This design comes from an exercise in tuning for small area on the open sky130 flow, not from production work. For this run, only the layout was checked, not whether the RTL still works. Power figures rest on the tool's default switching activity, not on a simulated workload.

`flow/config.mk`:
```
export PLATFORM = sky130hd
export DESIGN_NAME = top_full_design
export DESIGN_NICKNAME = top_full_design
export VERILOG_FILES = /design/flow/design.v
export SDC_FILE = /design/flow/constraint.sdc
export NUM_CORES = 4
export LEC_CHECK = 0
export ABC_AREA = 1
export CAP_MARGIN = 20
export CORE_MARGIN = 2
export CORE_UTILIZATION = 40
export SLEW_MARGIN = 20
export SYNTH_HIERARCHICAL = 1
export SYNTH_MEMORY_MAX_BITS = 16384
```
`flow/design.v`:
```
module fir_tree(input [7:0] x0, input [111:0] d, output [14:0] ra, output [14:0] rb);
wire [7:0] dl1 = d[7:0];
wire [7:0] dl2 = d[15:8];
wire [7:0] dl3 = d[23:16];
wire [7:0] dl4 = d[31:24];
wire [7:0] dl5 = d[39:32];
wire [7:0] dl6 = d[47:40];
wire [7:0] dl7 = d[55:48];
wire [7:0] dl8 = d[63:56];
wire [7:0] dl9 = d[71:64];
wire [7:0] dl10 = d[79:72];
wire [7:0] dl11 = d[87:80];
wire [7:0] dl12 = d[95:88];
wire [7:0] dl13 = d[103:96];
wire [7:0] dl14 = d[111:104];
wire s0, c0; my_ha u_ha1(.a(~dl1[2]), .b(~dl2[2]), .s(s0), .co(c0));
wire s1, c1; my_fa u_fa2(.a(~dl1[3]), .b(~dl2[3]), .c(dl4[3]), .s(s1), .co(c1));
wire s2, c2; my_fa u_fa3(.a(dl4[2]), .b(dl5[0]), .c(dl6[3]), .s(s2), .co(c2));
wire s3, c3; my_ha u_ha4(.a(dl6[1]), .b(dl6[0]), .s(s3), .co(c3));
wire s4, c4; my_fa u_fa5(.a(~dl1[4]), .b(~dl2[4]), .c(dl4[4]), .s(s4), .co(c4));
wire s5, c5; my_fa u_fa6(.a(dl4[3]), .b(dl5[1]), .c(dl6[4]), .s(s5), .co(c5));
wire s6, c6; my_fa u_fa7(.a(dl6[2]), .b(dl6[1]), .c(dl7[0]), .s(s6), .co(c6));
wire s7, c7; my_fa u_fa8(.a(dl8[4]), .b(dl8[2]), .c(dl8[1]), .s(s7), .co(c7));
wire s8, c8; my_fa u_fa9(.a(~dl1[5]), .b(~dl2[5]), .c(dl4[5]), .s(s8), .co(c8));
wire s9, c9; my_fa u_fa10(.a(dl4[4]), .b(dl5[2]), .c(dl6[5]), .s(s9), .co(c9));
wire s10, c10; my_fa u_fa11(.a(dl6[3]), .b(dl6[2]), .c(dl7[1]), .s(s10), .co(c10));
wire s11, c11; my_fa u_fa12(.a(dl8[5]), .b(dl8[3]), .c(dl8[2]), .s(s11), .co(c11));
wire s12, c12; my_ha u_ha13(.a(dl9[2]), .b(dl10[5]), .s(s12), .co(c12));
wire s13, c13; my_fa u_fa14(.a(~dl1[6]), .b(~dl2[6]), .c(dl4[6]), .s(s13), .co(c13));
wire s14, c14; my_fa u_fa15(.a(dl4[5]), .b(dl5[3]), .c(dl6[6]), .s(s14), .co(c14));
wire s15, c15; my_fa u_fa16(.a(dl6[4]), .b(dl6[3]), .c(dl7[2]), .s(s15), .co(c15));
wire s16, c16; my_fa u_fa17(.a(dl8[6]), .b(dl8[4]), .c(dl8[3]), .s(s16), .co(c16));
wire s17, c17; my_fa u_fa18(.a(dl9[3]), .b(dl10[6]), .c(dl10[5]), .s(s17), .co(c17));
wire s18, c18; my_fa u_fa19(.a(dl1[7]), .b(dl2[7]), .c(~dl4[7]), .s(s18), .co(c18));
wire s19, c19; my_fa u_fa20(.a(dl4[6]), .b(dl5[4]), .c(~dl6[7]), .s(s19), .co(c19));
wire s20, c20; my_fa u_fa21(.a(dl6[5]), .b(dl6[4]), .c(dl7[3]), .s(s20), .co(c20));
wire s21, c21; my_fa u_fa22(.a(~dl8[7]), .b(dl8[5]), .c(dl8[4]), .s(s21), .co(c21));
wire s22, c22; my_fa u_fa23(.a(dl9[4]), .b(~dl10[7]), .c(dl10[6]), .s(s22), .co(c22));
wire s23 = ~(~dl4[7] ^ dl5[5]); wire c23 = ~dl4[7] | dl5[5];
wire s24 = ~(~dl1[1] ^ ~dl2[1]); wire c24 = ~dl1[1] | ~dl2[1];
wire s25, c25; my_ha u_ha26(.a(dl4[1]), .b(dl4[0]), .s(s25), .co(c25));
wire s26 = ~(s0 ^ dl4[2]); wire c26 = s0 | dl4[2];
wire s27, c27; my_fa u_fa28(.a(dl4[1]), .b(dl6[2]), .c(dl6[0]), .s(s27), .co(c27));
wire s28, c28; my_fa u_fa29(.a(dl8[2]), .b(dl8[0]), .c(dl10[2]), .s(s28), .co(c28));
wire s29, c29; my_fa u_fa30(.a(s1), .b(s2), .c(s3), .s(s29), .co(c29));
wire s30, c30; my_fa u_fa31(.a(dl8[3]), .b(dl8[1]), .c(dl8[0]), .s(s30), .co(c30));
wire s31, c31; my_fa u_fa32(.a(dl9[0]), .b(dl10[3]), .c(dl10[2]), .s(s31), .co(c31));
wire s32, c32; my_ha u_ha33(.a(~dl12[3]), .b(~dl13[3]), .s(s32), .co(c32));
wire s33, c33; my_fa u_fa34(.a(s4), .b(s5), .c(s6), .s(s33), .co(c33));
wire s34, c34; my_fa u_fa35(.a(s7), .b(dl9[1]), .c(dl10[4]), .s(s34), .co(c34));
wire s35, c35; my_fa u_fa36(.a(dl10[3]), .b(~dl12[4]), .c(~dl13[4]), .s(s35), .co(c35));
wire s36, c36; my_fa u_fa37(.a(~dl14[4]), .b(c1), .c(c2), .s(s36), .co(c36));
wire s37, c37; my_fa u_fa38(.a(s8), .b(s9), .c(s10), .s(s37), .co(c37));
wire s38, c38; my_fa u_fa39(.a(s11), .b(s12), .c(dl10[4]), .s(s38), .co(c38));
wire s39, c39; my_fa u_fa40(.a(~dl12[5]), .b(~dl13[5]), .c(~dl14[5]), .s(s39), .co(c39));
wire s40, c40; my_fa u_fa41(.a(c4), .b(c5), .c(c6), .s(s40), .co(c40));
wire s41, c41; my_fa u_fa42(.a(s13), .b(s14), .c(s15), .s(s41), .co(c41));
wire s42, c42; my_fa u_fa43(.a(s16), .b(s17), .c(~dl12[6]), .s(s42), .co(c42));
wire s43, c43; my_fa u_fa44(.a(~dl13[6]), .b(~dl14[6]), .c(c8), .s(s43), .co(c43));
wire s44, c44; my_fa u_fa45(.a(c9), .b(c10), .c(c11), .s(s44), .co(c44));
wire s45, c45; my_fa u_fa46(.a(s18), .b(s19), .c(s20), .s(s45), .co(c45));
wire s46, c46; my_fa u_fa47(.a(s21), .b(s22), .c(dl12[7]), .s(s46), .co(c46));
wire s47, c47; my_fa u_fa48(.a(dl13[7]), .b(dl14[7]), .c(c13), .s(s47), .co(c47));
wire s48, c48; my_fa u_fa49(.a(c14), .b(c15), .c(c16), .s(s48), .co(c48));
wire s49, c49; my_fa u_fa50(.a(s23), .b(dl6[6]), .c(dl6[5]), .s(s49), .co(c49));
wire s50, c50; my_fa u_fa51(.a(dl7[4]), .b(dl8[6]), .c(dl8[5]), .s(s50), .co(c50));
wire s51, c51; my_fa u_fa52(.a(dl9[5]), .b(~dl10[7]), .c(c18), .s(s51), .co(c51));
wire s52, c52; my_fa u_fa53(.a(c19), .b(c20), .c(c21), .s(s52), .co(c52));
wire s53, c53; my_fa u_fa54(.a(dl5[6]), .b(~dl6[7]), .c(dl6[6]), .s(s53), .co(c53));
wire s54, c54; my_ha u_ha55(.a(dl7[5]), .b(~dl8[7]), .s(s54), .co(c54));
wire s55, c55; my_fa u_fa56(.a(~dl1[0]), .b(~dl2[0]), .c(dl4[0]), .s(s55), .co(c55));
wire s56, c56; my_ha u_ha57(.a(dl6[0]), .b(dl8[0]), .s(s56), .co(c56));
wire s57, c57; my_fa u_fa58(.a(s24), .b(s25), .c(dl6[1]), .s(s57), .co(c57));
wire s58, c58; my_fa u_fa59(.a(dl8[1]), .b(dl10[1]), .c(dl10[0]), .s(s58), .co(c58));
wire s59, c59; my_ha u_ha60(.a(~dl12[1]), .b(~dl13[1]), .s(s59), .co(c59));
wire s60, c60; my_fa u_fa61(.a(s26), .b(s27), .c(s28), .s(s60), .co(c60));
wire s61, c61; my_fa u_fa62(.a(dl10[1]), .b(~dl12[2]), .c(~dl13[2]), .s(s61), .co(c61));
wire s62, c62; my_fa u_fa63(.a(~dl14[2]), .b(c24), .c(c25), .s(s62), .co(c62));
wire s63, c63; my_fa u_fa64(.a(s29), .b(s30), .c(s31), .s(s63), .co(c63));
wire s64, c64; my_fa u_fa65(.a(s32), .b(~dl14[3]), .c(c0), .s(s64), .co(c64));
wire s65, c65; my_fa u_fa66(.a(c26), .b(c27), .c(c28), .s(s65), .co(c65));
wire s66, c66; my_fa u_fa67(.a(s33), .b(s34), .c(s35), .s(s66), .co(c66));
wire s67, c67; my_fa u_fa68(.a(s36), .b(c3), .c(c29), .s(s67), .co(c67));
wire s68, c68; my_fa u_fa69(.a(c30), .b(c31), .c(c32), .s(s68), .co(c68));
wire s69, c69; my_fa u_fa70(.a(s37), .b(s38), .c(s39), .s(s69), .co(c69));
wire s70, c70; my_fa u_fa71(.a(s40), .b(c7), .c(c33), .s(s70), .co(c70));
wire s71, c71; my_fa u_fa72(.a(c34), .b(c35), .c(c36), .s(s71), .co(c71));
wire s72, c72; my_fa u_fa73(.a(s41), .b(s42), .c(s43), .s(s72), .co(c72));
wire s73, c73; my_fa u_fa74(.a(s44), .b(c12), .c(c37), .s(s73), .co(c73));
wire s74, c74; my_fa u_fa75(.a(c38), .b(c39), .c(c40), .s(s74), .co(c74));
wire s75, c75; my_fa u_fa76(.a(s45), .b(s46), .c(s47), .s(s75), .co(c75));
wire s76, c76; my_fa u_fa77(.a(s48), .b(c17), .c(c41), .s(s76), .co(c76));
wire s77, c77; my_fa u_fa78(.a(c42), .b(c43), .c(c44), .s(s77), .co(c77));
wire s78, c78; my_fa u_fa79(.a(s49), .b(s50), .c(s51), .s(s78), .co(c78));
wire s79, c79; my_fa u_fa80(.a(s52), .b(c22), .c(c45), .s(s79), .co(c79));
wire s80, c80; my_fa u_fa81(.a(c46), .b(c47), .c(c48), .s(s80), .co(c80));
wire s81, c81; my_fa u_fa82(.a(s53), .b(s54), .c(dl8[6]), .s(s81), .co(c81));
wire s82, c82; my_fa u_fa83(.a(dl9[6]), .b(c23), .c(c49), .s(s82), .co(c82));
wire s83, c83; my_fa u_fa84(.a(c50), .b(c51), .c(c52), .s(s83), .co(c83));
wire s84 = ~(~dl5[7] ^ ~dl6[7]); wire c84 = ~dl5[7] | ~dl6[7];
wire s85, c85; my_fa u_fa86(.a(dl7[6]), .b(~dl8[7]), .c(~dl9[7]), .s(s85), .co(c85));
wire s86, c86; my_ha u_ha87(.a(c53), .b(c54), .s(s86), .co(c86));
wire s87, c87; my_fa u_fa88(.a(s55), .b(s56), .c(dl10[0]), .s(s87), .co(c87));
wire s88, c88; my_fa u_fa89(.a(s57), .b(s58), .c(s59), .s(s88), .co(c88));
wire s89, c89; my_ha u_ha90(.a(~dl14[1]), .b(c55), .s(s89), .co(c89));
wire s90, c90; my_fa u_fa91(.a(s60), .b(s61), .c(s62), .s(s90), .co(c90));
wire s91, c91; my_fa u_fa92(.a(c57), .b(c58), .c(c59), .s(s91), .co(c91));
wire s92, c92; my_fa u_fa93(.a(s63), .b(s64), .c(s65), .s(s92), .co(c92));
wire s93, c93; my_fa u_fa94(.a(c60), .b(c61), .c(c62), .s(s93), .co(c93));
wire s94, c94; my_fa u_fa95(.a(s66), .b(s67), .c(s68), .s(s94), .co(c94));
wire s95, c95; my_fa u_fa96(.a(c63), .b(c64), .c(c65), .s(s95), .co(c95));
wire s96, c96; my_fa u_fa97(.a(s69), .b(s70), .c(s71), .s(s96), .co(c96));
wire s97, c97; my_fa u_fa98(.a(c66), .b(c67), .c(c68), .s(s97), .co(c97));
wire s98, c98; my_fa u_fa99(.a(s72), .b(s73), .c(s74), .s(s98), .co(c98));
wire s99, c99; my_fa u_fa100(.a(c69), .b(c70), .c(c71), .s(s99), .co(c99));
wire s100, c100; my_fa u_fa101(.a(s75), .b(s76), .c(s77), .s(s100), .co(c100));
wire s101, c101; my_fa u_fa102(.a(c72), .b(c73), .c(c74), .s(s101), .co(c101));
wire s102, c102; my_fa u_fa103(.a(s78), .b(s79), .c(s80), .s(s102), .co(c102));
wire s103, c103; my_fa u_fa104(.a(c75), .b(c76), .c(c77), .s(s103), .co(c103));
wire s104, c104; my_fa u_fa105(.a(s81), .b(s82), .c(s83), .s(s104), .co(c104));
wire s105, c105; my_fa u_fa106(.a(c78), .b(c79), .c(c80), .s(s105), .co(c105));
wire s106, c106; my_fa u_fa107(.a(s84), .b(s85), .c(s86), .s(s106), .co(c106));
wire s107, c107; my_fa u_fa108(.a(c81), .b(c82), .c(c83), .s(s107), .co(c107));
wire s108 = ~(~dl7[7] ^ c84); wire c108 = ~dl7[7] | c84;
wire s109, c109; my_ha u_ha110(.a(c85), .b(c86), .s(s109), .co(c109));
wire s110, c110; my_ha u_ha111(.a(s87), .b(~dl12[0]), .s(s110), .co(c110));
wire s111, c111; my_fa u_fa112(.a(s88), .b(s89), .c(c56), .s(s111), .co(c111));
wire s112, c112; my_fa u_fa113(.a(s90), .b(s91), .c(c88), .s(s112), .co(c112));
wire s113, c113; my_fa u_fa114(.a(s92), .b(s93), .c(c90), .s(s113), .co(c113));
wire s114, c114; my_fa u_fa115(.a(s94), .b(s95), .c(c92), .s(s114), .co(c114));
wire s115, c115; my_fa u_fa116(.a(s96), .b(s97), .c(c94), .s(s115), .co(c115));
wire s116, c116; my_fa u_fa117(.a(s98), .b(s99), .c(c96), .s(s116), .co(c116));
wire s117, c117; my_fa u_fa118(.a(s100), .b(s101), .c(c98), .s(s117), .co(c117));
wire s118, c118; my_fa u_fa119(.a(s102), .b(s103), .c(c100), .s(s118), .co(c118));
wire s119, c119; my_fa u_fa120(.a(s104), .b(s105), .c(c102), .s(s119), .co(c119));
wire s120, c120; my_fa u_fa121(.a(s106), .b(s107), .c(c104), .s(s120), .co(c120));
wire s121, c121; my_fa u_fa122(.a(s108), .b(s109), .c(c106), .s(s121), .co(c121));
wire s122, c122; my_ha u_ha123(.a(c108), .b(c109), .s(s122), .co(c122));
wire s123, c123; my_ha u_ha124(.a(s110), .b(~dl13[0]), .s(s123), .co(c123));
wire s124, c124; my_fa u_fa125(.a(s111), .b(c87), .c(c110), .s(s124), .co(c124));
wire s125, c125; my_fa u_fa126(.a(s112), .b(c89), .c(c111), .s(s125), .co(c125));
wire s126, c126; my_fa u_fa127(.a(s113), .b(c91), .c(c112), .s(s126), .co(c126));
wire s127, c127; my_fa u_fa128(.a(s114), .b(c93), .c(c113), .s(s127), .co(c127));
wire s128, c128; my_fa u_fa129(.a(s115), .b(c95), .c(c114), .s(s128), .co(c128));
wire s129, c129; my_fa u_fa130(.a(s116), .b(c97), .c(c115), .s(s129), .co(c129));
wire s130, c130; my_fa u_fa131(.a(s117), .b(c99), .c(c116), .s(s130), .co(c130));
wire s131, c131; my_fa u_fa132(.a(s118), .b(c101), .c(c117), .s(s131), .co(c131));
wire s132, c132; my_fa u_fa133(.a(s119), .b(c103), .c(c118), .s(s132), .co(c132));
wire s133, c133; my_fa u_fa134(.a(s120), .b(c105), .c(c119), .s(s133), .co(c133));
wire s134, c134; my_fa u_fa135(.a(s121), .b(c107), .c(c120), .s(s134), .co(c134));
wire s135 = ~(s122 ^ c121); wire c135 = s122 | c121;
wire s136, c136; my_ha u_ha137(.a(s123), .b(~dl14[0]), .s(s136), .co(c136));
wire s137, c137; my_fa u_fa138(.a(s124), .b(c123), .c(~x0[1]), .s(s137), .co(c137));
wire s138, c138; my_fa u_fa139(.a(s125), .b(c124), .c(~x0[2]), .s(s138), .co(c138));
wire s139, c139; my_fa u_fa140(.a(s126), .b(c125), .c(~x0[3]), .s(s139), .co(c139));
wire s140, c140; my_fa u_fa141(.a(s127), .b(c126), .c(~x0[4]), .s(s140), .co(c140));
wire s141, c141; my_fa u_fa142(.a(s128), .b(c127), .c(~x0[5]), .s(s141), .co(c141));
wire s142, c142; my_fa u_fa143(.a(s129), .b(c128), .c(~x0[6]), .s(s142), .co(c142));
wire s143, c143; my_fa u_fa144(.a(s130), .b(c129), .c(x0[7]), .s(s143), .co(c143));
wire s144, c144; my_ha u_ha145(.a(s131), .b(c130), .s(s144), .co(c144));
wire s145, c145; my_ha u_ha146(.a(s132), .b(c131), .s(s145), .co(c145));
wire s146, c146; my_ha u_ha147(.a(s133), .b(c132), .s(s146), .co(c146));
wire s147, c147; my_ha u_ha148(.a(s134), .b(c133), .s(s147), .co(c147));
wire s148, c148; my_ha u_ha149(.a(s135), .b(c134), .s(s148), .co(c148));
wire s149, c149; my_ha u_ha150(.a(c122), .b(c135), .s(s149), .co(c149));
assign ra = {c149, s149, s148, s147, s146, s145, s144, s143, s142, s141, s140, s139, s138, s137, s136};
assign rb = {1'b1, c148, c147, c146, c145, c144, c143, c142, c141, c140, c139, c138, c137, c136, ~x0[0]};
endmodule
module my_fa(input a, input b, input c, output s, output co);
assign s  = a ^ b ^ c;
assign co = (a & b) | (a & c) | (b & c);
endmodule
module my_ha(input a, input b, output s, output co);
assign s  = a ^ b;
assign co = a & b;
endmodule
module fir_cpa(input [14:0] a, input [14:0] b, output [14:0] s);
wire [15:0] c;
assign c[0] = 1'b0;
my_ha u_ha0(.a(a[0]), .b(b[0]), .s(s[0]), .co(c[1]));
genvar i;
generate for (i = 1; i < 15; i = i + 1) begin : g
    my_fa u_fa(.a(a[i]), .b(b[i]), .c(c[i]), .s(s[i]), .co(c[i+1]));
end endgenerate
endmodule
module signal_generator(input [9:0] n, input [1:0] sel, output [7:0] x);
reg [8:0] u; always @* case(n[4:0])
  5'd0: u = 9'h1fd;
  5'd1: u = 9'h16;
  5'd2: u = 9'h2e;
  5'd3: u = 9'h44;
  5'd4: u = 9'h58;
  5'd5: u = 9'h68;
  5'd6: u = 9'h73;
  5'd7: u = 9'h7a;
  5'd8: u = 9'h7d;
  5'd9: u = 9'h7b;
  5'd10: u = 9'h73;
  5'd11: u = 9'h67;
  5'd12: u = 9'h58;
  5'd13: u = 9'h44;
  5'd14: u = 9'h2e;
  5'd15: u = 9'h16;
  5'd16: u = 9'h1fd;
  5'd17: u = 9'h1e4;
  5'd18: u = 9'h1cc;
  5'd19: u = 9'h1b5;
  5'd20: u = 9'h1a3;
  5'd21: u = 9'h193;
  5'd22: u = 9'h186;
  5'd23: u = 9'h17f;
  5'd24: u = 9'h17c;
  5'd25: u = 9'h180;
  5'd26: u = 9'h186;
  5'd27: u = 9'h192;
  5'd28: u = 9'h1a3;
  5'd29: u = 9'h1b5;
  5'd30: u = 9'h1cc;
  5'd31: u = 9'h1e4;
endcase
reg [1:0] r4; always @* case(n[9:4])
  6'd0: r4 = 2'd0;
  6'd1: r4 = 2'd1;
  6'd2: r4 = 2'd2;
  6'd3: r4 = 2'd0;
  6'd4: r4 = 2'd1;
  6'd5: r4 = 2'd2;
  6'd6: r4 = 2'd0;
  6'd7: r4 = 2'd1;
  6'd8: r4 = 2'd2;
  6'd9: r4 = 2'd0;
  6'd10: r4 = 2'd1;
  6'd11: r4 = 2'd2;
  6'd12: r4 = 2'd0;
  6'd13: r4 = 2'd1;
  6'd14: r4 = 2'd2;
  6'd15: r4 = 2'd0;
  6'd16: r4 = 2'd1;
  6'd17: r4 = 2'd2;
  6'd18: r4 = 2'd0;
  6'd19: r4 = 2'd1;
  6'd20: r4 = 2'd2;
  6'd21: r4 = 2'd0;
  6'd22: r4 = 2'd1;
  6'd23: r4 = 2'd2;
  6'd24: r4 = 2'd0;
  6'd25: r4 = 2'd1;
  6'd26: r4 = 2'd2;
  6'd27: r4 = 2'd0;
  6'd28: r4 = 2'd1;
  6'd29: r4 = 2'd2;
  6'd30: r4 = 2'd0;
  6'd31: r4 = 2'd1;
  6'd32: r4 = 2'd2;
  6'd33: r4 = 2'd0;
  6'd34: r4 = 2'd1;
  6'd35: r4 = 2'd2;
  6'd36: r4 = 2'd0;
  6'd37: r4 = 2'd1;
  6'd38: r4 = 2'd2;
  6'd39: r4 = 2'd0;
  6'd40: r4 = 2'd1;
  6'd41: r4 = 2'd2;
  6'd42: r4 = 2'd0;
  6'd43: r4 = 2'd1;
  6'd44: r4 = 2'd2;
  6'd45: r4 = 2'd0;
  6'd46: r4 = 2'd1;
  6'd47: r4 = 2'd2;
  6'd48: r4 = 2'd0;
  6'd49: r4 = 2'd1;
  6'd50: r4 = 2'd2;
  6'd51: r4 = 2'd0;
  6'd52: r4 = 2'd1;
  6'd53: r4 = 2'd2;
  6'd54: r4 = 2'd0;
  6'd55: r4 = 2'd1;
  6'd56: r4 = 2'd2;
  6'd57: r4 = 2'd0;
  6'd58: r4 = 2'd1;
  6'd59: r4 = 2'd2;
  6'd60: r4 = 2'd0;
  6'd61: r4 = 2'd1;
  6'd62: r4 = 2'd2;
  6'd63: r4 = 2'd0;
  default: r4 = 0; endcase
reg [1:0] r6; always @* case(n[9:6])
  4'd0: r6 = 2'd0;
  4'd1: r6 = 2'd1;
  4'd2: r6 = 2'd2;
  4'd3: r6 = 2'd0;
  4'd4: r6 = 2'd1;
  4'd5: r6 = 2'd2;
  4'd6: r6 = 2'd0;
  4'd7: r6 = 2'd1;
  4'd8: r6 = 2'd2;
  4'd9: r6 = 2'd0;
  4'd10: r6 = 2'd1;
  4'd11: r6 = 2'd2;
  4'd12: r6 = 2'd0;
  4'd13: r6 = 2'd1;
  4'd14: r6 = 2'd2;
  4'd15: r6 = 2'd0;
  default: r6 = 0; endcase
reg [3:0] r9; always @* case(n[9:4])
  6'd0: r9 = 4'd0;
  6'd1: r9 = 4'd1;
  6'd2: r9 = 4'd2;
  6'd3: r9 = 4'd3;
  6'd4: r9 = 4'd4;
  6'd5: r9 = 4'd5;
  6'd6: r9 = 4'd6;
  6'd7: r9 = 4'd7;
  6'd8: r9 = 4'd8;
  6'd9: r9 = 4'd0;
  6'd10: r9 = 4'd1;
  6'd11: r9 = 4'd2;
  6'd12: r9 = 4'd3;
  6'd13: r9 = 4'd4;
  6'd14: r9 = 4'd5;
  6'd15: r9 = 4'd6;
  6'd16: r9 = 4'd7;
  6'd17: r9 = 4'd8;
  6'd18: r9 = 4'd0;
  6'd19: r9 = 4'd1;
  6'd20: r9 = 4'd2;
  6'd21: r9 = 4'd3;
  6'd22: r9 = 4'd4;
  6'd23: r9 = 4'd5;
  6'd24: r9 = 4'd6;
  6'd25: r9 = 4'd7;
  6'd26: r9 = 4'd8;
  6'd27: r9 = 4'd0;
  6'd28: r9 = 4'd1;
  6'd29: r9 = 4'd2;
  6'd30: r9 = 4'd3;
  6'd31: r9 = 4'd4;
  6'd32: r9 = 4'd5;
  6'd33: r9 = 4'd6;
  6'd34: r9 = 4'd7;
  6'd35: r9 = 4'd8;
  6'd36: r9 = 4'd0;
  6'd37: r9 = 4'd1;
  6'd38: r9 = 4'd2;
  6'd39: r9 = 4'd3;
  6'd40: r9 = 4'd4;
  6'd41: r9 = 4'd5;
  6'd42: r9 = 4'd6;
  6'd43: r9 = 4'd7;
  6'd44: r9 = 4'd8;
  6'd45: r9 = 4'd0;
  6'd46: r9 = 4'd1;
  6'd47: r9 = 4'd2;
  6'd48: r9 = 4'd3;
  6'd49: r9 = 4'd4;
  6'd50: r9 = 4'd5;
  6'd51: r9 = 4'd6;
  6'd52: r9 = 4'd7;
  6'd53: r9 = 4'd8;
  6'd54: r9 = 4'd0;
  6'd55: r9 = 4'd1;
  6'd56: r9 = 4'd2;
  6'd57: r9 = 4'd3;
  6'd58: r9 = 4'd4;
  6'd59: r9 = 4'd5;
  6'd60: r9 = 4'd6;
  6'd61: r9 = 4'd7;
  6'd62: r9 = 4'd8;
  6'd63: r9 = 4'd0;
  default: r9 = 0; endcase
reg [1:0] r5; always @* case(n[9:5])
  5'd0: r5 = 2'd0;
  5'd1: r5 = 2'd1;
  5'd2: r5 = 2'd2;
  5'd3: r5 = 2'd0;
  5'd4: r5 = 2'd1;
  5'd5: r5 = 2'd2;
  5'd6: r5 = 2'd0;
  5'd7: r5 = 2'd1;
  5'd8: r5 = 2'd2;
  5'd9: r5 = 2'd0;
  5'd10: r5 = 2'd1;
  5'd11: r5 = 2'd2;
  5'd12: r5 = 2'd0;
  5'd13: r5 = 2'd1;
  5'd14: r5 = 2'd2;
  5'd15: r5 = 2'd0;
  5'd16: r5 = 2'd1;
  5'd17: r5 = 2'd2;
  5'd18: r5 = 2'd0;
  5'd19: r5 = 2'd1;
  5'd20: r5 = 2'd2;
  5'd21: r5 = 2'd0;
  5'd22: r5 = 2'd1;
  5'd23: r5 = 2'd2;
  5'd24: r5 = 2'd0;
  5'd25: r5 = 2'd1;
  5'd26: r5 = 2'd2;
  5'd27: r5 = 2'd0;
  5'd28: r5 = 2'd1;
  5'd29: r5 = 2'd2;
  5'd30: r5 = 2'd0;
  5'd31: r5 = 2'd1;
  default: r5 = 0; endcase
wire [5:0] i0 = {r4,n[3:0]}; reg [7:0] v0; always @* case(i0)
  6'd0: v0 = 8'h2;
  6'd1: v0 = 8'h35;
  6'd2: v0 = 8'hc4;
  6'd3: v0 = 8'h1b;
  6'd4: v0 = 8'h22;
  6'd5: v0 = 8'hc3;
  6'd6: v0 = 8'h30;
  6'd7: v0 = 8'hb;
  6'd8: v0 = 8'hcc;
  6'd9: v0 = 8'h3d;
  6'd10: v0 = 8'hf2;
  6'd11: v0 = 8'hdc;
  6'd12: v0 = 8'h42;
  6'd13: v0 = 8'hdc;
  6'd14: v0 = 8'hf2;
  6'd15: v0 = 8'h3e;
  6'd16: v0 = 8'hcb;
  6'd17: v0 = 8'ha;
  6'd18: v0 = 8'h30;
  6'd19: v0 = 8'hc3;
  6'd20: v0 = 8'h22;
  6'd21: v0 = 8'h1b;
  6'd22: v0 = 8'hc5;
  6'd23: v0 = 8'h36;
  6'd24: v0 = 8'h3;
  6'd25: v0 = 8'hcf;
  6'd26: v0 = 8'h41;
  6'd27: v0 = 8'hea;
  6'd28: v0 = 8'he2;
  6'd29: v0 = 8'h43;
  6'd30: v0 = 8'hd5;
  6'd31: v0 = 8'hfa;
  6'd32: v0 = 8'h39;
  6'd33: v0 = 8'hc7;
  6'd34: v0 = 8'h13;
  6'd35: v0 = 8'h2a;
  6'd36: v0 = 8'hc2;
  6'd37: v0 = 8'h29;
  6'd38: v0 = 8'h14;
  6'd39: v0 = 8'hc8;
  6'd40: v0 = 8'h3a;
  6'd41: v0 = 8'hfa;
  6'd42: v0 = 8'hd6;
  6'd43: v0 = 8'h42;
  6'd44: v0 = 8'he2;
  6'd45: v0 = 8'heb;
  6'd46: v0 = 8'h40;
  6'd47: v0 = 8'hd0;
  default: v0 = 8'bx; endcase
wire [7:0] i1 = {r6,n[5:0]}; reg [7:0] v1; always @* case(i1)
  8'd0: v1 = 8'h3;
  8'd1: v1 = 8'h24;
  8'd2: v1 = 8'h3c;
  8'd3: v1 = 8'h42;
  8'd4: v1 = 8'h35;
  8'd5: v1 = 8'h19;
  8'd6: v1 = 8'hf6;
  8'd7: v1 = 8'hd6;
  8'd8: v1 = 8'hc5;
  8'd9: v1 = 8'hc5;
  8'd10: v1 = 8'hd9;
  8'd11: v1 = 8'hf9;
  8'd12: v1 = 8'h1a;
  8'd13: v1 = 8'h36;
  8'd14: v1 = 8'h42;
  8'd15: v1 = 8'h3a;
  8'd16: v1 = 8'h23;
  8'd17: v1 = 8'h0;
  8'd18: v1 = 8'hde;
  8'd19: v1 = 8'hc9;
  8'd20: v1 = 8'hc3;
  8'd21: v1 = 8'hd1;
  8'd22: v1 = 8'hee;
  8'd23: v1 = 8'h11;
  8'd24: v1 = 8'h30;
  8'd25: v1 = 8'h40;
  8'd26: v1 = 8'h40;
  8'd27: v1 = 8'h2c;
  8'd28: v1 = 8'ha;
  8'd29: v1 = 8'he9;
  8'd30: v1 = 8'hcd;
  8'd31: v1 = 8'hc2;
  8'd32: v1 = 8'hcb;
  8'd33: v1 = 8'he4;
  8'd34: v1 = 8'h6;
  8'd35: v1 = 8'h28;
  8'd36: v1 = 8'h3d;
  8'd37: v1 = 8'h41;
  8'd38: v1 = 8'h33;
  8'd39: v1 = 8'h16;
  8'd40: v1 = 8'hf1;
  8'd41: v1 = 8'hd3;
  8'd42: v1 = 8'hc3;
  8'd43: v1 = 8'hc7;
  8'd44: v1 = 8'hdb;
  8'd45: v1 = 8'hfc;
  8'd46: v1 = 8'h1e;
  8'd47: v1 = 8'h38;
  8'd48: v1 = 8'h43;
  8'd49: v1 = 8'h38;
  8'd50: v1 = 8'h1e;
  8'd51: v1 = 8'hfd;
  8'd52: v1 = 8'hdb;
  8'd53: v1 = 8'hc6;
  8'd54: v1 = 8'hc4;
  8'd55: v1 = 8'hd3;
  8'd56: v1 = 8'hf2;
  8'd57: v1 = 8'h15;
  8'd58: v1 = 8'h32;
  8'd59: v1 = 8'h42;
  8'd60: v1 = 8'h3d;
  8'd61: v1 = 8'h29;
  8'd62: v1 = 8'h6;
  8'd63: v1 = 8'he4;
  8'd64: v1 = 8'hcb;
  8'd65: v1 = 8'hc2;
  8'd66: v1 = 8'hcd;
  8'd67: v1 = 8'he8;
  8'd68: v1 = 8'ha;
  8'd69: v1 = 8'h2b;
  8'd70: v1 = 8'h3f;
  8'd71: v1 = 8'h40;
  8'd72: v1 = 8'h2f;
  8'd73: v1 = 8'h11;
  8'd74: v1 = 8'hed;
  8'd75: v1 = 8'hd1;
  8'd76: v1 = 8'hc3;
  8'd77: v1 = 8'hc8;
  8'd78: v1 = 8'hde;
  8'd79: v1 = 8'h0;
  8'd80: v1 = 8'h23;
  8'd81: v1 = 8'h3a;
  8'd82: v1 = 8'h42;
  8'd83: v1 = 8'h37;
  8'd84: v1 = 8'h1a;
  8'd85: v1 = 8'hf8;
  8'd86: v1 = 8'hd8;
  8'd87: v1 = 8'hc5;
  8'd88: v1 = 8'hc6;
  8'd89: v1 = 8'hd6;
  8'd90: v1 = 8'hf6;
  8'd91: v1 = 8'h1a;
  8'd92: v1 = 8'h35;
  8'd93: v1 = 8'h43;
  8'd94: v1 = 8'h3c;
  8'd95: v1 = 8'h24;
  8'd96: v1 = 8'h3;
  8'd97: v1 = 8'he0;
  8'd98: v1 = 8'hc9;
  8'd99: v1 = 8'hc2;
  8'd100: v1 = 8'hcf;
  8'd101: v1 = 8'heb;
  8'd102: v1 = 8'hf;
  8'd103: v1 = 8'h2e;
  8'd104: v1 = 8'h40;
  8'd105: v1 = 8'h3f;
  8'd106: v1 = 8'h2d;
  8'd107: v1 = 8'hd;
  8'd108: v1 = 8'hea;
  8'd109: v1 = 8'hce;
  8'd110: v1 = 8'hc2;
  8'd111: v1 = 8'hca;
  8'd112: v1 = 8'he3;
  8'd113: v1 = 8'h4;
  8'd114: v1 = 8'h26;
  8'd115: v1 = 8'h3d;
  8'd116: v1 = 8'h41;
  8'd117: v1 = 8'h33;
  8'd118: v1 = 8'h18;
  8'd119: v1 = 8'hf3;
  8'd120: v1 = 8'hd6;
  8'd121: v1 = 8'hc4;
  8'd122: v1 = 8'hc6;
  8'd123: v1 = 8'hda;
  8'd124: v1 = 8'hfa;
  8'd125: v1 = 8'h1d;
  8'd126: v1 = 8'h38;
  8'd127: v1 = 8'h42;
  8'd128: v1 = 8'h39;
  8'd129: v1 = 8'h20;
  8'd130: v1 = 8'hfe;
  8'd131: v1 = 8'hdd;
  8'd132: v1 = 8'hc7;
  8'd133: v1 = 8'hc3;
  8'd134: v1 = 8'hd3;
  8'd135: v1 = 8'hf0;
  8'd136: v1 = 8'h13;
  8'd137: v1 = 8'h31;
  8'd138: v1 = 8'h41;
  8'd139: v1 = 8'h3f;
  8'd140: v1 = 8'h29;
  8'd141: v1 = 8'h8;
  8'd142: v1 = 8'he6;
  8'd143: v1 = 8'hcc;
  8'd144: v1 = 8'hc3;
  8'd145: v1 = 8'hcc;
  8'd146: v1 = 8'he6;
  8'd147: v1 = 8'h9;
  8'd148: v1 = 8'h29;
  8'd149: v1 = 8'h3e;
  8'd150: v1 = 8'h42;
  8'd151: v1 = 8'h31;
  8'd152: v1 = 8'h14;
  8'd153: v1 = 8'hef;
  8'd154: v1 = 8'hd2;
  8'd155: v1 = 8'hc4;
  8'd156: v1 = 8'hc7;
  8'd157: v1 = 8'hdd;
  8'd158: v1 = 8'hfe;
  8'd159: v1 = 8'h20;
  8'd160: v1 = 8'h39;
  8'd161: v1 = 8'h42;
  8'd162: v1 = 8'h38;
  8'd163: v1 = 8'h1c;
  8'd164: v1 = 8'hfa;
  8'd165: v1 = 8'hd9;
  8'd166: v1 = 8'hc5;
  8'd167: v1 = 8'hc4;
  8'd168: v1 = 8'hd5;
  8'd169: v1 = 8'hf3;
  8'd170: v1 = 8'h17;
  8'd171: v1 = 8'h33;
  8'd172: v1 = 8'h41;
  8'd173: v1 = 8'h3c;
  8'd174: v1 = 8'h26;
  8'd175: v1 = 8'h4;
  8'd176: v1 = 8'he3;
  8'd177: v1 = 8'hca;
  8'd178: v1 = 8'hc2;
  8'd179: v1 = 8'hcf;
  8'd180: v1 = 8'hea;
  8'd181: v1 = 8'hc;
  8'd182: v1 = 8'h2c;
  8'd183: v1 = 8'h3f;
  8'd184: v1 = 8'h40;
  8'd185: v1 = 8'h2e;
  8'd186: v1 = 8'h10;
  8'd187: v1 = 8'hec;
  8'd188: v1 = 8'hcf;
  8'd189: v1 = 8'hc3;
  8'd190: v1 = 8'hc9;
  8'd191: v1 = 8'he0;
  default: v1 = 8'bx; endcase
wire [7:0] i2 = {r9,n[3:0]}; reg [7:0] v2; always @* case(i2)
  8'd0: v2 = 8'h3;
  8'd1: v2 = 8'h2e;
  8'd2: v2 = 8'h42;
  8'd3: v2 = 8'h35;
  8'd4: v2 = 8'hd;
  8'd5: v2 = 8'he0;
  8'd6: v2 = 8'hc5;
  8'd7: v2 = 8'hca;
  8'd8: v2 = 8'hee;
  8'd9: v2 = 8'h1b;
  8'd10: v2 = 8'h3d;
  8'd11: v2 = 8'h40;
  8'd12: v2 = 8'h22;
  8'd13: v2 = 8'hf5;
  8'd14: v2 = 8'hce;
  8'd15: v2 = 8'hc3;
  8'd16: v2 = 8'hd9;
  8'd17: v2 = 8'h5;
  8'd18: v2 = 8'h30;
  8'd19: v2 = 8'h43;
  8'd20: v2 = 8'h33;
  8'd21: v2 = 8'ha;
  8'd22: v2 = 8'hde;
  8'd23: v2 = 8'hc4;
  8'd24: v2 = 8'hcc;
  8'd25: v2 = 8'hef;
  8'd26: v2 = 8'h1e;
  8'd27: v2 = 8'h3e;
  8'd28: v2 = 8'h3e;
  8'd29: v2 = 8'h21;
  8'd30: v2 = 8'hf2;
  8'd31: v2 = 8'hcc;
  8'd32: v2 = 8'hc3;
  8'd33: v2 = 8'hdc;
  8'd34: v2 = 8'h8;
  8'd35: v2 = 8'h33;
  8'd36: v2 = 8'h42;
  8'd37: v2 = 8'h31;
  8'd38: v2 = 8'h8;
  8'd39: v2 = 8'hdc;
  8'd40: v2 = 8'hc4;
  8'd41: v2 = 8'hcc;
  8'd42: v2 = 8'hf2;
  8'd43: v2 = 8'h20;
  8'd44: v2 = 8'h3e;
  8'd45: v2 = 8'h3f;
  8'd46: v2 = 8'h1e;
  8'd47: v2 = 8'hef;
  8'd48: v2 = 8'hcb;
  8'd49: v2 = 8'hc4;
  8'd50: v2 = 8'hde;
  8'd51: v2 = 8'hb;
  8'd52: v2 = 8'h33;
  8'd53: v2 = 8'h42;
  8'd54: v2 = 8'h30;
  8'd55: v2 = 8'h6;
  8'd56: v2 = 8'hda;
  8'd57: v2 = 8'hc3;
  8'd58: v2 = 8'hce;
  8'd59: v2 = 8'hf5;
  8'd60: v2 = 8'h22;
  8'd61: v2 = 8'h40;
  8'd62: v2 = 8'h3c;
  8'd63: v2 = 8'h1a;
  8'd64: v2 = 8'hed;
  8'd65: v2 = 8'hca;
  8'd66: v2 = 8'hc4;
  8'd67: v2 = 8'he1;
  8'd68: v2 = 8'hd;
  8'd69: v2 = 8'h35;
  8'd70: v2 = 8'h43;
  8'd71: v2 = 8'h2e;
  8'd72: v2 = 8'h2;
  8'd73: v2 = 8'hd7;
  8'd74: v2 = 8'hc3;
  8'd75: v2 = 8'hd0;
  8'd76: v2 = 8'hf7;
  8'd77: v2 = 8'h25;
  8'd78: v2 = 8'h40;
  8'd79: v2 = 8'h3b;
  8'd80: v2 = 8'h18;
  8'd81: v2 = 8'hea;
  8'd82: v2 = 8'hc8;
  8'd83: v2 = 8'hc6;
  8'd84: v2 = 8'he2;
  8'd85: v2 = 8'h10;
  8'd86: v2 = 8'h38;
  8'd87: v2 = 8'h42;
  8'd88: v2 = 8'h2c;
  8'd89: v2 = 8'hff;
  8'd90: v2 = 8'hd6;
  8'd91: v2 = 8'hc3;
  8'd92: v2 = 8'hd1;
  8'd93: v2 = 8'hfb;
  8'd94: v2 = 8'h27;
  8'd95: v2 = 8'h40;
  8'd96: v2 = 8'h39;
  8'd97: v2 = 8'h16;
  8'd98: v2 = 8'he7;
  8'd99: v2 = 8'hc7;
  8'd100: v2 = 8'hc6;
  8'd101: v2 = 8'he5;
  8'd102: v2 = 8'h14;
  8'd103: v2 = 8'h39;
  8'd104: v2 = 8'h42;
  8'd105: v2 = 8'h29;
  8'd106: v2 = 8'hfe;
  8'd107: v2 = 8'hd4;
  8'd108: v2 = 8'hc2;
  8'd109: v2 = 8'hd3;
  8'd110: v2 = 8'hfc;
  8'd111: v2 = 8'h29;
  8'd112: v2 = 8'h41;
  8'd113: v2 = 8'h38;
  8'd114: v2 = 8'h13;
  8'd115: v2 = 8'he5;
  8'd116: v2 = 8'hc6;
  8'd117: v2 = 8'hc7;
  8'd118: v2 = 8'he8;
  8'd119: v2 = 8'h16;
  8'd120: v2 = 8'h3a;
  8'd121: v2 = 8'h41;
  8'd122: v2 = 8'h28;
  8'd123: v2 = 8'hfb;
  8'd124: v2 = 8'hd1;
  8'd125: v2 = 8'hc3;
  8'd126: v2 = 8'hd5;
  8'd127: v2 = 8'h0;
  8'd128: v2 = 8'h2b;
  8'd129: v2 = 8'h42;
  8'd130: v2 = 8'h36;
  8'd131: v2 = 8'h11;
  8'd132: v2 = 8'he2;
  8'd133: v2 = 8'hc5;
  8'd134: v2 = 8'hc9;
  8'd135: v2 = 8'hea;
  8'd136: v2 = 8'h18;
  8'd137: v2 = 8'h3b;
  8'd138: v2 = 8'h41;
  8'd139: v2 = 8'h25;
  8'd140: v2 = 8'hf7;
  8'd141: v2 = 8'hd1;
  8'd142: v2 = 8'hc2;
  8'd143: v2 = 8'hd7;
  default: v2 = 8'bx; endcase
wire [6:0] i3 = {r5,n[4:0]}; reg [7:0] v3; always @* case(i3)
  7'd0: v3 = 8'h2;
  7'd1: v3 = 8'h3c;
  7'd2: v3 = 8'h35;
  7'd3: v3 = 8'hf6;
  7'd4: v3 = 8'hc4;
  7'd5: v3 = 8'hd8;
  7'd6: v3 = 8'h1b;
  7'd7: v3 = 8'h42;
  7'd8: v3 = 8'h23;
  7'd9: v3 = 8'hde;
  7'd10: v3 = 8'hc3;
  7'd11: v3 = 8'hed;
  7'd12: v3 = 8'h2f;
  7'd13: v3 = 8'h3f;
  7'd14: v3 = 8'ha;
  7'd15: v3 = 8'hcd;
  7'd16: v3 = 8'hcb;
  7'd17: v3 = 8'h6;
  7'd18: v3 = 8'h3e;
  7'd19: v3 = 8'h33;
  7'd20: v3 = 8'hf1;
  7'd21: v3 = 8'hc3;
  7'd22: v3 = 8'hdc;
  7'd23: v3 = 8'h1f;
  7'd24: v3 = 8'h44;
  7'd25: v3 = 8'h1e;
  7'd26: v3 = 8'hdc;
  7'd27: v3 = 8'hc4;
  7'd28: v3 = 8'hf1;
  7'd29: v3 = 8'h33;
  7'd30: v3 = 8'h3e;
  7'd31: v3 = 8'h6;
  7'd32: v3 = 8'hcb;
  7'd33: v3 = 8'hcd;
  7'd34: v3 = 8'ha;
  7'd35: v3 = 8'h3f;
  7'd36: v3 = 8'h2f;
  7'd37: v3 = 8'hed;
  7'd38: v3 = 8'hc3;
  7'd39: v3 = 8'hde;
  7'd40: v3 = 8'h22;
  7'd41: v3 = 8'h42;
  7'd42: v3 = 8'h1b;
  7'd43: v3 = 8'hd9;
  7'd44: v3 = 8'hc4;
  7'd45: v3 = 8'hf6;
  7'd46: v3 = 8'h35;
  7'd47: v3 = 8'h3c;
  7'd48: v3 = 8'h3;
  7'd49: v3 = 8'hc9;
  7'd50: v3 = 8'hd0;
  7'd51: v3 = 8'hf;
  7'd52: v3 = 8'h40;
  7'd53: v3 = 8'h2c;
  7'd54: v3 = 8'hea;
  7'd55: v3 = 8'hc3;
  7'd56: v3 = 8'he2;
  7'd57: v3 = 8'h26;
  7'd58: v3 = 8'h42;
  7'd59: v3 = 8'h18;
  7'd60: v3 = 8'hd5;
  7'd61: v3 = 8'hc7;
  7'd62: v3 = 8'hfa;
  7'd63: v3 = 8'h38;
  7'd64: v3 = 8'h39;
  7'd65: v3 = 8'hfe;
  7'd66: v3 = 8'hc7;
  7'd67: v3 = 8'hd2;
  7'd68: v3 = 8'h13;
  7'd69: v3 = 8'h41;
  7'd70: v3 = 8'h29;
  7'd71: v3 = 8'he6;
  7'd72: v3 = 8'hc3;
  7'd73: v3 = 8'he6;
  7'd74: v3 = 8'h29;
  7'd75: v3 = 8'h41;
  7'd76: v3 = 8'h13;
  7'd77: v3 = 8'hd2;
  7'd78: v3 = 8'hc7;
  7'd79: v3 = 8'hfe;
  7'd80: v3 = 8'h39;
  7'd81: v3 = 8'h38;
  7'd82: v3 = 8'hfa;
  7'd83: v3 = 8'hc7;
  7'd84: v3 = 8'hd5;
  7'd85: v3 = 8'h17;
  7'd86: v3 = 8'h42;
  7'd87: v3 = 8'h27;
  7'd88: v3 = 8'he4;
  7'd89: v3 = 8'hc2;
  7'd90: v3 = 8'hea;
  7'd91: v3 = 8'h2c;
  7'd92: v3 = 8'h40;
  7'd93: v3 = 8'hf;
  7'd94: v3 = 8'hd0;
  7'd95: v3 = 8'hc9;
  default: v3 = 8'bx; endcase
reg [7:0] v; always @* case(sel) 0: v=v0; 1: v=v1; 2: v=v2; default: v=v3; endcase
wire [9:0] sum = {u[8],u} + {{2{v[7]}},v};
wire [7:0] base = sum[8:1];
reg inc, dec; always @* begin inc=0; dec=0; case({sel,n})
  12'd0: inc=1;
  12'd48: inc=1;
  12'd96: inc=1;
  12'd120: inc=1;
  12'd192: inc=1;
  12'd216: inc=1;
  12'd312: inc=1;
  12'd384: inc=1;
  12'd768: inc=1;
  12'd792: inc=1;
  12'd816: inc=1;
  12'd840: dec=1;
  12'd888: inc=1;
  12'd1008: inc=1;
  12'd1120: dec=1;
  12'd1264: dec=1;
  12'd1360: dec=1;
  12'd1488: dec=1;
  12'd1600: dec=1;
  12'd1712: dec=1;
  12'd1872: dec=1;
  12'd1904: dec=1;
  12'd2032: dec=1;
  12'd2264: inc=1;
  12'd2408: inc=1;
  12'd2480: dec=1;
  12'd2696: inc=1;
  12'd2768: dec=1;
  12'd2912: dec=1;
  12'd3072: inc=1;
  12'd3112: inc=1;
  12'd3120: dec=1;
  12'd3128: inc=1;
  12'd3168: inc=1;
  12'd3208: inc=1;
  12'd3264: inc=1;
  12'd3320: inc=1;
  12'd3400: inc=1;
  12'd3456: inc=1;
  12'd3512: inc=1;
  12'd3784: inc=1;
  12'd3832: dec=1;
  12'd3840: inc=1;
  12'd3888: dec=1;
  12'd3896: inc=1;
  12'd3944: dec=1;
  12'd4024: dec=1;
  12'd4080: dec=1;
  12'd4088: inc=1;
  default: ; endcase end
assign x = base + {{7{dec}},inc|dec};
endmodule
module top_full_design
    #(
        parameter NB_ADDR = 6,
        parameter NB_DATA = 8
    )
    (
        output [NB_DATA - 1 : 0] o_log_data_from_ram,
        output o_log_ram_full,
        input [2:0] i_enable,
        input [1:0] i_sel,
        input i_reset,
        input clock
    );
reg [9:0] gen_cnt;
wire gen_clr = ~i_reset | ~i_enable[0];
always @(posedge clock or posedge gen_clr) begin
    if (gen_clr) gen_cnt <= 10'd0;
    else         gen_cnt <= gen_cnt + 10'd1;
end
reg [1:0] sel_prev;
reg [1:0] sel;
always @(posedge clock) begin
    if (~i_reset) begin
        sel_prev <= 2'b00;
        sel      <= 2'b00;
    end else begin
        sel_prev <= i_sel;
        sel      <= sel ^ (i_sel & ~sel_prev);
    end
end
wire [7:0] x0;
signal_generator u_gen (.n(gen_cnt), .sel(sel), .x(x0));
reg [7:0] dl [1:14];
integer i;
always @(posedge clock) begin
    if (~i_reset) begin
        for (i = 1; i <= 14; i = i + 1) dl[i] <= 8'd0;
    end else if (i_enable[0]) begin
        dl[1] <= x0;
        for (i = 1; i < 14; i = i + 1) dl[i+1] <= dl[i];
    end
end
wire [14:0] ra, rb;
fir_tree u_tree(.x0(x0), .d({dl[14], dl[13], dl[12], dl[11], dl[10], dl[9], dl[8],
                            dl[7], dl[6], dl[5], dl[4], dl[3], dl[2], dl[1]}),
                .ra(ra), .rb(rb));
reg [14:0] ra_r, rb_r;
always @(posedge clock) begin
    ra_r <= ra;
    rb_r <= rb;
end
wire [14:0] acc;
fir_cpa u_cpa(.a(ra_r), .b(rb_r), .s(acc));
wire sat_ok = (acc[14] == acc[13]);
wire [7:0] y = sat_ok ? {acc[14], acc[12:6]} : {acc[14], {7{~acc[14]}}};
reg [7:0] y2, y3;
always @(posedge clock) begin
    y2 <= y;
    y3 <= y2;
end
reg        run;
reg [5:0]  wc;
reg        full;
wire       wc_last = &wc;
always @(posedge clock) begin
    if (~i_reset)      run <= 1'b0;
    else if (~run)     run <= i_enable[1] & ~full;
    else               run <= ~wc_last;
    if (~run) wc <= 6'd0;
    else      wc <= wc + 6'd1;
    if (~i_reset | ~i_enable[1]) full <= 1'b0;
    else if (wc_last)            full <= 1'b1;
end
reg [7:0] mem [0:63];
always @(posedge clock) begin
    if (run) mem[wc] <= y3;
end
reg [5:0] rd_addr;
reg       rd_inc, rd_rstn;
wire [5:0] rd_cnt = rd_rstn ? rd_addr + {5'd0, rd_inc} : 6'd0;
reg [7:0] rd_data, dout;
always @(posedge clock) begin
    rd_rstn <= i_reset;
    rd_inc  <= i_enable[2];
    rd_addr <= rd_cnt;
    rd_data <= mem[rd_addr];
    dout    <= rd_data;
end
assign o_log_data_from_ram = dout;
assign o_log_ram_full = full;
endmodule
```
`flow/constraint.sdc`:
```
create_clock -name core_clock -period 8.0 [get_ports {clock}]
set_input_delay 1.6000 -clock core_clock [delete_from_list [all_inputs] [get_ports {clock}]]
set_output_delay 1.6000 -clock core_clock [all_outputs]
set_load 0.01 [all_outputs]
```
`flow/run.sh`:
```
#!/bin/bash
# synth_recipe.tcl (not shown) runs the flow's synth.tcl, then flattens the netlist and writes it again
# the make line also repeats each setting of config.mk as NAME=value (left out here)
make -C /OpenROAD-flow-scripts/flow DESIGN_CONFIG=/design/flow/config.mk WORK_HOME=/design/flow/orfs CLKGATE_MAP_FILE= SYNTH_SCRIPT=/design/flow/synth_recipe.tcl finish
```
==> impl_metrics.py <==
metrics = {
    "synth": {
        "synth.cell_area_mm2": 0.03737,
        "ys_seq_area_share_pct": 52.21,
        "synth_top_area_share_pct": 41.15,
        "synth-edff-count": 512,
        "synth_top_area_cell": "edfxtp_1",
        "synth_area_leaders": "edfxtp_1 (41%), nand2_1 (11%), dfxtp_1 (10%)",
        "async_reset_ff_share_pct": 1.397,
        "yosys_warnings": 9,
        "syn_inst": 4040,
        "ys_seq_elements": 716,
        "postSynthAreaPerCell_um2": 9.249,
        "ys.flop_type": "edfxtp_1",
        "yosysUniqueCellTypes": 66,
        "synth_nets": 4267,
    },
    "timing": {
        "grt_setup_unrepaired": "no",
        "slew_headroom_pct": 23.13,
        "fin_skew_ns": 0.02945,
        "worstMarginPinSlew_ns": 1.149,
        "worst_slack_ns": 1.241,
        "period_minus_slack_ns": 6.759,
        "post-route-period-util_pct": 84.49,
        "setup_violations": 0,
        "hold_violations": 0,
        "drv_slew": 0,
        "max_freq_mhz": 147.9,
        "setup_tns_ns": 0,
    },
    "critical_path": {
        "rr_endpoint": "y2[0]$_DFF_P_",
        "critPathMaxFanout": 7,
        "cpMaxStageDelayCell": "fa_1",
        "crit_chain": "ha_1, fa_1, fa_1, fa_1, fa_1, fa_1, fa_1, fa_1, fa_1, fa_1, fa_1, fa_1, fa_1, fa_1, fa_1, inv_1, nor2_1, a21oi_1",
        "crit_type": "reg -> reg",
        "arrival_ns": 7.24,
        "r2r-start": "ra_r[0]$_DFF_P_",
        "crit_top_cell": "fa_1",
        "startpoint": "ra_r[0]$_DFF_P_",
        "required_ns": 8.48,
        "rr_worst_depth": 18,
        "critical_path.startpoint_type": "register",
        "endpoint_kind": "register",
        "r2r_slack_ns": 1.24,
        "cp-endpoint": "y2[0]$_DFF_P_",
        "critPathMaxStageDelay_ns": 0.51,
    },
    "clocking": {
        "postCtsSetupBuffers": 0,
        "ctsResizeCount": 0,
        "cts_tree": "built",
        "cts_sinks": 716,
        "cts_hold_buf": 0,
        "cts_buffer_depth": 3,
        "htreeDepth": 3,
        "path_clk_slew_ns": 0.06,
        "clk_latency_ns": 0.64,
        "cts_buffers": 77,
        "cts-root-buf": "clkbuf_16",
    },
    "global_route": {
        "grt_pass1_wl_um": 187600,
        "antenna_found_initial": 2,
        "grt_start_max_net_pins": 191,
        "grt.total_usage_pct": 26.50,
        "grt_pass1_vias": 28050,
        "overflow": 0,
    },
    "floorplan": {
        "fp.dieH_um": 309.6,
        "start_util_pct": 40.22,
        "core_area_mm2": 0.09291,
        "die-area_mm2": 0.09588,
        "ios": 16,
        "num_rows": 112,
        "die_w_um": 309.6,
    },
    "routing": {
        "drc": 0,
        "wl_per_cell_um": 23.98,
        "routed_wl_um": 126600,
        "ant_nets": 0,
        "drt_first_pass_iters": 6,
        "vias_per_cell": 5.463,
        "drt_iter0_markers": 3058,
        "vias": 28855,
    },
    "final_layout": {
        "utilization_pct": 43.97,
        "fin_cells": 5282,
        "syn_to_final_growth_pct": 9.332,
        "fillers": 9067,
        "layout-drive-gt1-share_pct": 6.531,
        "finalNetCount": 4194,
        "final_area_mm2": 0.04085,
    },
    "outcome": {
        "status": "complete, no violations",
    },
    "job": {
        "maxCapViolations": 0,
    },
    "placed_design": {
        "dp_hpwl_um": 86750,
        "port_buffers": 15,
        "dp.cells": 5142,
        "pre_cts_slack_ns": 1.296,
        "globalplace.congestion": 1.090,
        "dpl-instance-area_mm2": 0.03837,
    },
    "min_path": {
        "hold_path_class": "reg -> reg",
    },
    "power": {
        "leakage_uw": 0.01632,
        "vdd_drop_max_v": 0.0002375,
        "powerDensity_mw_per_mm2": 268.9,
    },
}
-- synth_stat cells, types with 10 or more instances --
| cell | instances |
|---|---|
| edfxtp_1 | 512 |
| o211ai_1 | 43 |
| o21ai_0 | 232 |
| buf_6 | 11 |
| o22ai_1 | 26 |
| nand4_1 | 10 |
| nor2_1 | 455 |
| o221ai_1 | 13 |
| dfrtp_1 | 10 |
| nor3_1 | 23 |
| nand3_1 | 424 |
| buf_2 | 103 |
| xor2_1 | 12 |
| dfxtp_1 | 194 |
| inv_1 | 231 |
| clkbuf_1 | 54 |
| nand2_2 | 14 |
| a31oi_1 | 20 |
| fa_1 | 139 |
| buf_4 | 42 |
| nand2_1 | 1075 |
| a21oi_1 | 150 |
| inv_2 | 29 |
| ha_1 | 81 |
| buf_1 | 15 |
| o21ai_1 | 19 |
-- layer usage --
layer | vias to the layer above | global-route usage, % | share of wire, % | wire length [um]
met4 | 2 | 13.42 | 5.7 | 7169
met1 | 13969 | 36.59 | 44 | 55110
met3 | 330 | 3.764 | 6.4 | 8074
met2 | 1140 | 40.79 | 44 | 56270
met5 | - | 0 | 0.015 | 19
li1 | 13414 | - | - | -
-- per-module statistics from Yosys, one instance, submodules excluded, excerpt --
module,cells inside,flops+latches,times used
my_fa,1,0,137
top_full_design,2496,716,1
signal_generator,1288,0,1
my_ha,1,0,22
fir_tree,97,0,1
-- worst min path at each step --
stage	from	end	slack (ns)	cells past startpoint
after global routing	y2[0]$_DFF_P_	y3[0]$_DFF_P_	0.32	0
after detailed placement	y2[3]$_DFF_P_	y3[3]$_DFF_P_	0.31	0
after floorplan	rd_data[0]$_DFF_P_	dout[0]$_DFF_P_	0.31	0
after CTS	y2[0]$_DFF_P_	y3[0]$_DFF_P_	0.31	0
final	y2[0]$_DFF_P_	y3[0]$_DFF_P_	0.31	0
after global placement	rd_data[1]$_DFF_P_	dout[1]$_DFF_P_	0.31	0
-- flip-flops by register name (all words and copies together), names as in the netlist --
register and flops:
ra_r 15, rb_r 15, y3 8, sel_prev 2, run 1, rd_addr 6, y2 8, gen_cnt 10
full 1, rd_rstn 1, mem 512, rd_inc 1, dout 8, sel 2, dl 112, rd_data 8
wc 6
-- logic make-up (layout without fill, tap and decap cells) --
group                    after synthesis  after routing  synth area share (%)
AO/OA/AOI/OAI                        553            553                 8.468
XOR/XNOR                              19             19                0.4454
adder cells (fa/ha/maj)              220            220                 10.16
buffers and inverters                493            480                 5.994
flip-flops                           716            716                 52.21
other                                  1              2               0.01004
AND/OR/NAND/NOR                     2038           2038                 22.71
-- per-stage QoR --
| stage | hold slack (ns) | total power [uW] |
|---|---|---|
| global placement | 0.3121 | 7548 |
| detailed placement | 0.3120 | 7635 |
| finish | 0.3102 | 10990 |
| CTS | 0.3121 | 11130 |
| global route | 0.3218 | 11600 |
| floorplan | 0.3096 | 7380 |
-- worst max-delay path, delay by kind of cell (launching register included) --
family / cells / cell delay [ns]
AO/OA/AOI/OAI: 1 / 0.07
adder cells (fa/ha/maj): 15 / 5.89
buffers and inverters: 1 / 0.05
flip-flops: 1 / 0.30
AND/OR/NAND/NOR: 1 / 0.31
-- cells in the final DEF, fill, tap and decap left out, drive strengths merged, types with 3 or more instances in the layout --
master,n
nor3,24
o21ai,253
o311ai,8
a21oi,153
xnor2,7
o211ai,43
fa,139
inv,264
a21o,4
a22oi,3
dfrtp,10
clkdlybuf4s50,13
buf,60
edfxtp,512
bufinv,3
o31ai,6
nand2,1094
clkinv,31
nand3b,5
ha,81
a221oi,3
nor2,469
clkbuf,108
nor4,4
nand4,10
o221ai,13
a31oi,20
dfxtp,194
o22ai,26
a211oi,8
xor2,12
nand3,428
-- layout make-up --
| class | count | area, um2 | area share, % |
|---|---|---|---|
| clock inverters | 31 | 327.8 | 0.8024 |
| diodes | 1 | 2.502 | 0.006125 |
| flip-flops and latches | 716 | 19530 | 47.80 |
| repair buffers | 73 | 605.6 | 1.482 |
| inverters | 268 | 1036 | 2.536 |
| well taps | 1254 | 1569 | 3.841 |
| clock buffers | 108 | 2157 | 5.280 |
| multi-input cells | 2831 | 15630 | 38.26 |
-- where the power goes --
group	total, uW	leakage, uW	internal (uW)	switching [uW]
clock network	3490	0.00120	2000	1490
registers	4740	0.00633	4630	113
logic	2750	0.00878	1000	1750
total	11000	0.0163	7630	3350

port drivers added, routing unchanged:
The results above use ideal ports. As a check the final layout listed here was re-extracted and re-timed, cells and wires unchanged. Step 1: set_driving_cell puts a clkbuf_16 on clock and a buf_2 on each other input, an assumption about the parent block. Step 2 moves the port delays by t, midway between the first and last clock arrival at a register: inputs arrive t later, outputs are due t later. That takes back most of the time a late clock gives input paths. Three values: no drivers, after step 1, after step 2; two values: the first two.
t (ns): 0.684
slack for setup (ns): 1.241 / 1.241 / 1.241
latest minus earliest clock arrival (ns): 0.029 / 0.029
After both steps this run still meets setup and hold. The setup slack of this run moves by 0.000 ns with the drivers and by 0.000 ns with both steps.
